This design comes from an exercise in tuning for small area, a short achievable clock period and few clock cycles per item on the open sky130 flow, not from production work.
Function was checked by simulation only, so behaviour that the tests miss may differ from the original.
Power is estimated from default activity; no workload was simulated.

Setup of JK:
Design vector_mul_simple, start of the top module:
module vector_mul_simple (
    input  logic               clk_i,
    input  logic               rst_ni,
    input  logic               in_valid_i,
    input  logic signed [31:0] in_a_i,
    input  logic signed [31:0] in_b_i,
    output logic               out_valid_o,
    output logic signed [63:0] out_result_o
);
clock: 8.0 ns
lec_check: 0
cap_margin: 20
core_margin: 2
core_utilization: 55
slew_margin: 20
synth_hierarchical: 1
synth_minimum_keep_size: 0
standard.sh (not shown) runs the stock make flow with config.mk's settings and CLKGATE_MAP_FILE= SYNTH_SCRIPT=/design/flow/synth_recipe.tcl, a recipe that flattens the netlist after the stock synthesis.
==> flow/flow/run.sh <==
#!/bin/bash
# Layout flow: the standard ORFS flow (standard.sh, unchanged synthesis), except that
#  - the buffers placed on the input and output ports are sky130_fd_sc_hd__buf_2 instead of the
#    resizer's default pick (clkdlybuf4s50_1, twice the area and slow), and
set -euo pipefail
export BUFFER_PORTS_ARGS="-buffer_cell sky130_fd_sc_hd__buf_2"
export SETUP_SLACK_MARGIN=5.5
bash standard.sh > standard.log 2>&1
Testbench counts of JK, summed over its fixed seeds: cycles 16,024, items 16,000.
Changes in MS relative to JK:
Settings: SETUP_SLACK_MARGIN now 5, previously not set.
==> flow/flow/run.sh <==
#!/bin/bash
# Layout flow: the standard ORFS flow (standard.sh, unchanged synthesis), except that the
# buffers placed on the input and output ports are sky130_fd_sc_hd__buf_2 instead of the
# resizer's default pick (clkdlybuf4s50_1, which is twice the area and slow).
set -euo pipefail
export BUFFER_PORTS_ARGS="-buffer_cell sky130_fd_sc_hd__buf_2"
bash standard.sh > standard.log 2>&1
Results
- When MS is measured against JK, its routed metal-1 wirelength turns out about 0.65% higher.
- Status: fraction of area in clock buffers and inverters parity (JK, MS)
- Any difference in pin slew with the least headroom to its limit between JK and MS is small enough to ignore.
- On MS: final cycle utilization of the critical path is 0.70 points higher than what JK gave.
- Diff JK -> MS: count of buffers from port buffering stayed essentially flat; proportion of power drawn by combinational gates fell by 0.3 points.
For AL, these inputs were changed with respect to MS:
Settings: changing CORE_UTILIZATION from 55 to 65; setting CTS_BUF_LIST to sky130_fd_sc_hd__clkbuf_16 sky130_fd_sc_hd__clkbuf_8 for the first time; setting CTS_CLUSTER_SIZE to 30 for the first time; removing SETUP_SLACK_MARGIN (formerly 5); setting CTS_CLUSTER_DIAMETER to 80 for the first time.
==> flow/flow/run.sh <==
#!/bin/bash
# Layout flow: the standard ORFS flow (standard.sh, unchanged synthesis), except that
#  - the buffers placed on the input and output ports are sky130_fd_sc_hd__buf_2 instead of the
#    resizer's default pick (clkdlybuf4s50_1, twice the area and slow),
#  - flow/downsize.tcl, run when the synthesized netlist is loaded into OpenROAD, starts the
#    a21oi cells that abc sized _2 at _1 (the resizer upsizes those that timing needs).
set -euo pipefail
export BUFFER_PORTS_ARGS="-buffer_cell sky130_fd_sc_hd__buf_2"
export SETUP_SLACK_MARGIN=5.3
export POST_SYNTH_TCL="$PWD/flow/downsize.tcl"
bash standard.sh > standard.log 2>&1
==> flow/flow/downsize.tcl (new file) <==
# Sourced by ORFS's synth_odb step (POST_SYNTH_TCL) with the synthesized netlist loaded:
# abc maps the prefix adder's AOI cells to a21oi_2; start them at a21oi_1 and let the
# resizer upsize the ones that timing needs.
set db [ord::get_db]
set small [$db findMaster sky130_fd_sc_hd__a21oi_1]
set n 0
foreach inst [[ord::get_db_block] getInsts] {
  if {[[$inst getMaster] getName] eq "sky130_fd_sc_hd__a21oi_2"} {
    $inst swapMaster $small
    incr n
  }
}
puts "downsize.tcl: a21oi_2 -> a21oi_1 on $n instances"
==> summary.txt <==
On buffer share of cell area, the higher figure sits with AL, not MS.
AL — H-tree depth 1 lower, MS as reference
Where worst hold slack is concerned, MS is outperformed by AL.
Max fraction of the cycle the final worst path needs across AL and MS: MS
Across both runs, area growth from synthesis to final layout was lower for AL than for MS.
On global-route usage, the higher figure sits with AL, not MS.
For the worst slew margin relative to its limit, AL came in 1.8 points higher than MS did.
Clock-pin transition on the worst setup and hold timing paths in AL is 0.05 ns higher than in MS
AL against MS: last weighted congestion value of the routability-driven placer rose 0.73%, design area fell 3.4%.

vector_mul_simple, a different RTL version from the one above (not shown whole).
Size: ~2,800 cells after synthesis, roughly 130 I/O pins.
export LEC_CHECK = 0
export CAP_MARGIN = 20
export CORE_MARGIN = 2
export CORE_UTILIZATION = 50
export CTS_BUF_LIST = sky130_fd_sc_hd__clkbuf_16 sky130_fd_sc_hd__clkbuf_8
export CTS_CLUSTER_DIAMETER = 80
export CTS_CLUSTER_SIZE = 30
export SLEW_MARGIN = 20
export SYNTH_HIERARCHICAL = 1
export SYNTH_MINIMUM_KEEP_SIZE = 0
create_clock -name core_clock -period 8.0 [get_ports {clk_i}]
==> flow/flow/run.sh <==
#!/bin/bash
# Layout flow: the standard ORFS flow (standard.sh, unchanged synthesis), except that
#  - the buffers placed on the input and output ports are sky130_fd_sc_hd__buf_2 instead of the
#    resizer's default pick (clkdlybuf4s50_1, twice the area and slow),
#  - flow/downsize.tcl, run when the synthesized netlist is loaded into OpenROAD, starts the
#    a21oi cells that abc sized _2 at _1 (the resizer upsizes those that timing needs).
set -euo pipefail
export BUFFER_PORTS_ARGS="-buffer_cell sky130_fd_sc_hd__buf_2"
export SETUP_SLACK_MARGIN=5.4
export POST_SYNTH_TCL="$PWD/flow/downsize.tcl"
bash standard.sh > standard.log 2>&1
==> flow/flow/downsize.tcl <==
# Sourced by ORFS's synth_odb step (POST_SYNTH_TCL) with the synthesized netlist loaded:
# abc maps the prefix adder's AOI cells to a21oi_2; start them at a21oi_1 and let the
# resizer upsize the ones that timing needs.
set db [ord::get_db]
set small [$db findMaster sky130_fd_sc_hd__a21oi_1]
set n 0
foreach inst [[ord::get_db_block] getInsts] {
  if {[[$inst getMaster] getName] eq "sky130_fd_sc_hd__a21oi_2"} {
    $inst swapMaster $small
    incr n
  }
}
puts "downsize.tcl: a21oi_2 -> a21oi_1 on $n instances"
Testbench counts at the start, summed over its fixed seeds: cycles 16,024, items 16,000.
Rerun with:
--- a/flow/flow/run.sh
+++ b/flow/flow/run.sh
@@ -7,5 +7,5 @@
 set -euo pipefail
 export BUFFER_PORTS_ARGS="-buffer_cell sky130_fd_sc_hd__buf_2"
-export SETUP_SLACK_MARGIN=5.4
+export SETUP_SLACK_MARGIN=5.2
 export POST_SYNTH_TCL="$PWD/flow/downsize.tcl"
 bash standard.sh > standard.log 2>&1
--- a/flow/config.mk
+++ b/flow/config.mk
@@ -8,5 +8,5 @@
 export CAP_MARGIN = 20
 export CORE_MARGIN = 2
-export CORE_UTILIZATION = 50
+export CORE_UTILIZATION = 55
 export CTS_BUF_LIST = sky130_fd_sc_hd__clkbuf_16 sky130_fd_sc_hd__clkbuf_8
 export CTS_CLUSTER_DIAMETER = 80
After rerunning: The changed run completed with no timing, DRC or antenna violations; final cell count decreases by about 2.5%; via count decreases by 0.31%; wire length decreases by about 1.4%.

Setup of cedar:
vector_mul_simple with an RTL version that a note above also has.
Size: ~2800 cells after synthesis, ~130 I/O pins, roughly 0.034 mm2 of cells after synthesis.
clock: 8.0 ns
lec_check: 0
cap_margin: 20
core_margin: 2
core_utilization: 55
cts_buf_list: sky130_fd_sc_hd__clkbuf_16 sky130_fd_sc_hd__clkbuf_8
cts_cluster_diameter: 80
cts_cluster_size: 30
slew_margin: 20
synth_hierarchical: 1
synth_minimum_keep_size: 0
==> flow/flow/run.sh <==
#!/bin/bash
# Layout flow: the standard ORFS flow (standard.sh, unchanged synthesis), except that
#  - the buffers placed on the input and output ports are sky130_fd_sc_hd__buf_2 instead of the
#    resizer's default pick (clkdlybuf4s50_1, twice the area and slow),
#  - flow/downsize.tcl, run when the synthesized netlist is loaded into OpenROAD, starts the
#    a21oi cells that abc sized _2 at _1 (the resizer upsizes those that timing needs).
set -euo pipefail
export BUFFER_PORTS_ARGS="-buffer_cell sky130_fd_sc_hd__buf_2"
export SETUP_SLACK_MARGIN=5.3
export POST_SYNTH_TCL="$PWD/flow/downsize.tcl"
bash standard.sh > standard.log 2>&1
Scripts as last shown in full above: flow/flow/downsize.tcl
cedar: done, clean on timing, DRC and antenna
Testbench counts of cedar, summed over its fixed seeds: cycles 16,024, items 16,000.
For quartz, these inputs were changed with respect to cedar:
# cedar
export LEC_CHECK = 0
export CAP_MARGIN = 20
export CORE_MARGIN = 2
export CORE_UTILIZATION = 55
export CTS_BUF_LIST = sky130_fd_sc_hd__clkbuf_16 sky130_fd_sc_hd__clkbuf_8
export CTS_CLUSTER_DIAMETER = 80
export CTS_CLUSTER_SIZE = 30
export SLEW_MARGIN = 20
export SYNTH_HIERARCHICAL = 1
export SYNTH_MINIMUM_KEEP_SIZE = 0
create_clock -name core_clock -period 8.0 [get_ports {clk_i}]
# quartz
export LEC_CHECK = 0
export CAP_MARGIN = 20
export CORE_MARGIN = 2
export CORE_UTILIZATION = 55
export SLEW_MARGIN = 20
export SYNTH_HIERARCHICAL = 1
export SYNTH_MINIMUM_KEEP_SIZE = 0
create_clock -name core_clock -period 8.0 [get_ports {clk_i}]
==> flow/flow/run.sh <==
#!/bin/bash
# Layout flow: the standard ORFS flow (standard.sh, unchanged synthesis), except that the
# buffers placed on the input and output ports are sky130_fd_sc_hd__buf_2 instead of the
# resizer's default pick (clkdlybuf4s50_1, which is twice the area and slow).
set -euo pipefail
export BUFFER_PORTS_ARGS="-buffer_cell sky130_fd_sc_hd__buf_2"
bash standard.sh > standard.log 2>&1
removed: flow/flow/downsize.tcl
==> summary.txt <==
- Global-route met2 utilization, quartz and cedar, higher one = cedar.
- Between quartz and cedar, the difference in first-pass GRT wire length is negligible.
- Compare quartz and cedar | inserted tap cell count higher: quartz
## Diff of input files: harbor against quartz
==> flow/flow/run.sh <==
#!/bin/bash
# Layout flow: the standard ORFS flow (standard.sh, unchanged synthesis), except that
#  - the buffers placed on the input and output ports are sky130_fd_sc_hd__buf_2 instead of the
#    resizer's default pick (clkdlybuf4s50_1, twice the area and slow), and
set -euo pipefail
export BUFFER_PORTS_ARGS="-buffer_cell sky130_fd_sc_hd__buf_2"
export SETUP_SLACK_MARGIN=5.3
bash standard.sh > standard.log 2>&1
Findings:
- harbor ran to completion and came out clean on the timing, design-rule and antenna checks.
- Cmp harbor vs quartz: layout overhead on the synthesized area higher in harbor
- Compared to quartz, harbor has tightest slew margin relative to the limit 7.3 points higher.
- In the reports for quartz and harbor, the smaller final critical-path required period belongs to harbor.
- [compare] base=quartz new=harbor: path length in cells of the critical path -8; total buffers and inverters traversed by the critical path held steady.

== job 2384 ==
RTL: one of the versions met above, not the one the previous note started from.
For scale: about 2800 cells after synthesis, about 130 I/O pins.
## vector_mul_simple
module vector_mul_simple (
    input  logic               clk_i,
    input  logic               rst_ni,
    input  logic               in_valid_i,
    input  logic signed [31:0] in_a_i,
    input  logic signed [31:0] in_b_i,
    output logic               out_valid_o,
    output logic signed [63:0] out_result_o
);
  logic v1_q, v2_q, v3_q, v4_q;
  always_ff @(posedge clk_i or negedge rst_ni) begin
    if (!rst_ni) begin
      v1_q <= 1'b0;
      v2_q <= 1'b0;
      v3_q <= 1'b0;
      v4_q <= 1'b0;
    end else begin
      v1_q <= in_valid_i;
      v2_q <= v1_q;
      v3_q <= v2_q;
      v4_q <= v3_q;
    end
  end
  assign out_valid_o = v4_q;
  logic [15:0] n1, n2, neg;
  logic [15:0] nneg;
  logic [31:0] b_q;
  always_ff @(posedge clk_i) b_q <= in_b_i;
  logic [15:0] n1_d, n2_d, neg_d;
  always_comb begin
    for (int i = 0; i < 16; i++) begin
      n1_d[i] = ~(in_a_i[2*i] ^ ((i == 0) ? 1'b0 : in_a_i[2*i-1]));
      n2_d[i] = ~((in_a_i[2*i+1] & ~in_a_i[2*i] & ~((i == 0) ? 1'b0 : in_a_i[2*i-1])) |
                 (~in_a_i[2*i+1] & in_a_i[2*i] & ((i == 0) ? 1'b0 : in_a_i[2*i-1])));
      neg_d[i] = in_a_i[2*i+1] & ~(in_a_i[2*i] & ((i == 0) ? 1'b0 : in_a_i[2*i-1]));
    end
  end
  always_ff @(posedge clk_i) begin
    n1 <= n1_d;
    n2 <= n2_d;
    neg <= neg_d;
  end
  assign nneg[0] = ~neg[0];
  assign nneg[1] = ~neg[1];
  ...
clock: 8.0 ns
lec_check: 0
cap_margin: 20
core_margin: 2
core_utilization: 55
cts_buf_list: sky130_fd_sc_hd__clkbuf_16 sky130_fd_sc_hd__clkbuf_8
cts_cluster_diameter: 80
cts_cluster_size: 30
slew_margin: 20
synth_hierarchical: 1
synth_minimum_keep_size: 0
==> flow/flow/run.sh <==
#!/bin/bash
# Layout flow: the standard ORFS flow (standard.sh, unchanged synthesis), except that
#  - the buffers placed on the input and output ports are sky130_fd_sc_hd__buf_2 instead of the
#    resizer's default pick (clkdlybuf4s50_1, twice the area and slow),
#  - flow/downsize.tcl, run when the synthesized netlist is loaded into OpenROAD, starts the
#    a21oi cells that abc sized _2 at _1 (the resizer upsizes those that timing needs).
set -euo pipefail
export BUFFER_PORTS_ARGS="-buffer_cell sky130_fd_sc_hd__buf_2"
export SETUP_SLACK_MARGIN=5.3
export POST_SYNTH_TCL="$PWD/flow/downsize.tcl"
bash standard.sh > standard.log 2>&1
==> flow/flow/downsize.tcl <==
# Sourced by ORFS's synth_odb step (POST_SYNTH_TCL) with the synthesized netlist loaded:
# abc maps the prefix adder's AOI cells to a21oi_2; start them at a21oi_1 and let the
# resizer upsize the ones that timing needs.
set db [ord::get_db]
set small [$db findMaster sky130_fd_sc_hd__a21oi_1]
set n 0
foreach inst [[ord::get_db_block] getInsts] {
  if {[[$inst getMaster] getName] eq "sky130_fd_sc_hd__a21oi_2"} {
    $inst swapMaster $small
    incr n
  }
}
puts "downsize.tcl: a21oi_2 -> a21oi_1 on $n instances"
Job 2384 finished end to end and its layout was clean on timing, DRC and antenna.
Testbench counts of job 2384, summed over its fixed seeds: cycles 16,024, items 16,000.
### job 2384 -> job 8491
- CORE_UTILIZATION: 55 -> 50
### Flow results
Delta(final-layout clock buffer total, job 8491 - job 2384) > 0
On wire length after detailed routing: job 8491 sits above job 2384.
When job 8491 is set beside job 2384, its actual transition at the worst max-transition pin turns out to be 0.0082 ns larger.
Summary of the comparison: highest attainable clock frequency is higher in job 8491, relative to job 2384.
Here is what was changed in the inputs of job 2612 compared with job 8491.
- CORE_UTILIZATION: 50 -> 55
--- a/flow/flow/run.sh
+++ b/flow/flow/run.sh
@@ -9,3 +9,4 @@
 export SETUP_SLACK_MARGIN=5.3
 export POST_SYNTH_TCL="$PWD/flow/downsize.tcl"
+export CTS_ARGS="-sink_clustering_enable -repair_clock_nets -sink_clustering_size 30 -sink_clustering_max_diameter 80 -buf_list {sky130_fd_sc_hd__clkbuf_16 sky130_fd_sc_hd__clkbuf_8} -root_buf sky130_fd_sc_hd__clkbuf_16 -sink_clustering_levels 1"
 bash standard.sh > standard.log 2>&1
Notes after the runs:
Between job 8491 and job 2612, the sequential share of layout area does not differ in any meaningful way.
Job 2612 gives more routing usage on met1 than job 8491 did.
The run with more setup slack is job 8491; job 2612 has less.
Portion of total power attributed to sequential cells across job 2612 and job 8491: no real change.
In job 2612, the global-route usage came out 2.6 points above the value in job 8491.
The shortest period the worst path allows in job 2612 sits 0.060 ns above the value recorded for job 8491.
[inputs] job 8205 vs job 2612
- CORE_UTILIZATION changed from 55 to 50
--- a/flow/flow/run.sh
+++ b/flow/flow/run.sh
@@ -7,6 +7,5 @@
 set -euo pipefail
 export BUFFER_PORTS_ARGS="-buffer_cell sky130_fd_sc_hd__buf_2"
-export SETUP_SLACK_MARGIN=5.3
+export SETUP_SLACK_MARGIN=5.5
 export POST_SYNTH_TCL="$PWD/flow/downsize.tcl"
-export CTS_ARGS="-sink_clustering_enable -repair_clock_nets -sink_clustering_size 30 -sink_clustering_max_diameter 80 -buf_list {sky130_fd_sc_hd__clkbuf_16 sky130_fd_sc_hd__clkbuf_8} -root_buf sky130_fd_sc_hd__clkbuf_16 -sink_clustering_levels 1"
 bash standard.sh > standard.log 2>&1
==> comparison <==
Job 8205: utilization is 4.1 points lower than what job 2612 reported. Compared to job 2612, job 8205 has design area 1.7% higher. Sequential power across job 2612 and job 8205: no real change.

static timing again, ports no longer ideal:
The flow's constraints put no driver on any port. The routed layouts listed below were extracted and timed again, unchanged, in two steps.
Step 1 assumes that a clkbuf_16 drives the clock port and a buf_2 every other input.
Step 2, shift: input delay + t, output delay - t, t = (earliest + latest rising clock arrival at the registers) / 2. This alone moves slack from input paths to output paths.
Three values: ideal ports, drivers, drivers and shift; two values: the first two.
| run | shift t [ns] | setup WS [ns] | slew at the worst register clock pin (ns) | pins driven straight from the clock port |
|---|---|---|---|---|
| JK | 0.697 | 5.256 / 5.192 / 5.485 | 0.06 / 0.06 | 1 |
| MS | 0.697 | 5.200 / 5.135 / 5.242 | 0.06 / 0.06 | 1 |
| AL | 0.700 | 5.262 / 5.199 / 5.298 | 0.11 / 0.11 | 1 |
| the first run of note 2 | 0.643 | 5.304 / 5.241 / 5.394 | 0.11 / 0.11 | 1 |
| the second run of note 2 | 0.706 | 5.232 / 5.165 / 5.275 | 0.11 / 0.11 | 1 |
| cedar | 0.647 | 5.322 / 5.260 / 5.334 | 0.11 / 0.11 | 1 |
| quartz | 0.699 | 5.088 / 5.088 / 5.088 | 0.06 / 0.06 | 1 |
| harbor | 0.697 | 5.256 / 5.192 / 5.353 | 0.06 / 0.06 | 1 |
| job 2384 | 0.705 | 5.242 / 5.176 / 5.365 | 0.11 / 0.11 | 1 |
| job 8491 | 0.645 | 5.302 / 5.239 / 5.311 | 0.11 / 0.11 | 1 |
| job 2612 | 0.705 | 5.242 / 5.176 / 5.365 | 0.11 / 0.11 | 1 |
| job 8205 | 0.645 | 5.304 / 5.241 / 5.469 | 0.11 / 0.11 | 1 |
After both steps every run listed still meets setup and hold.
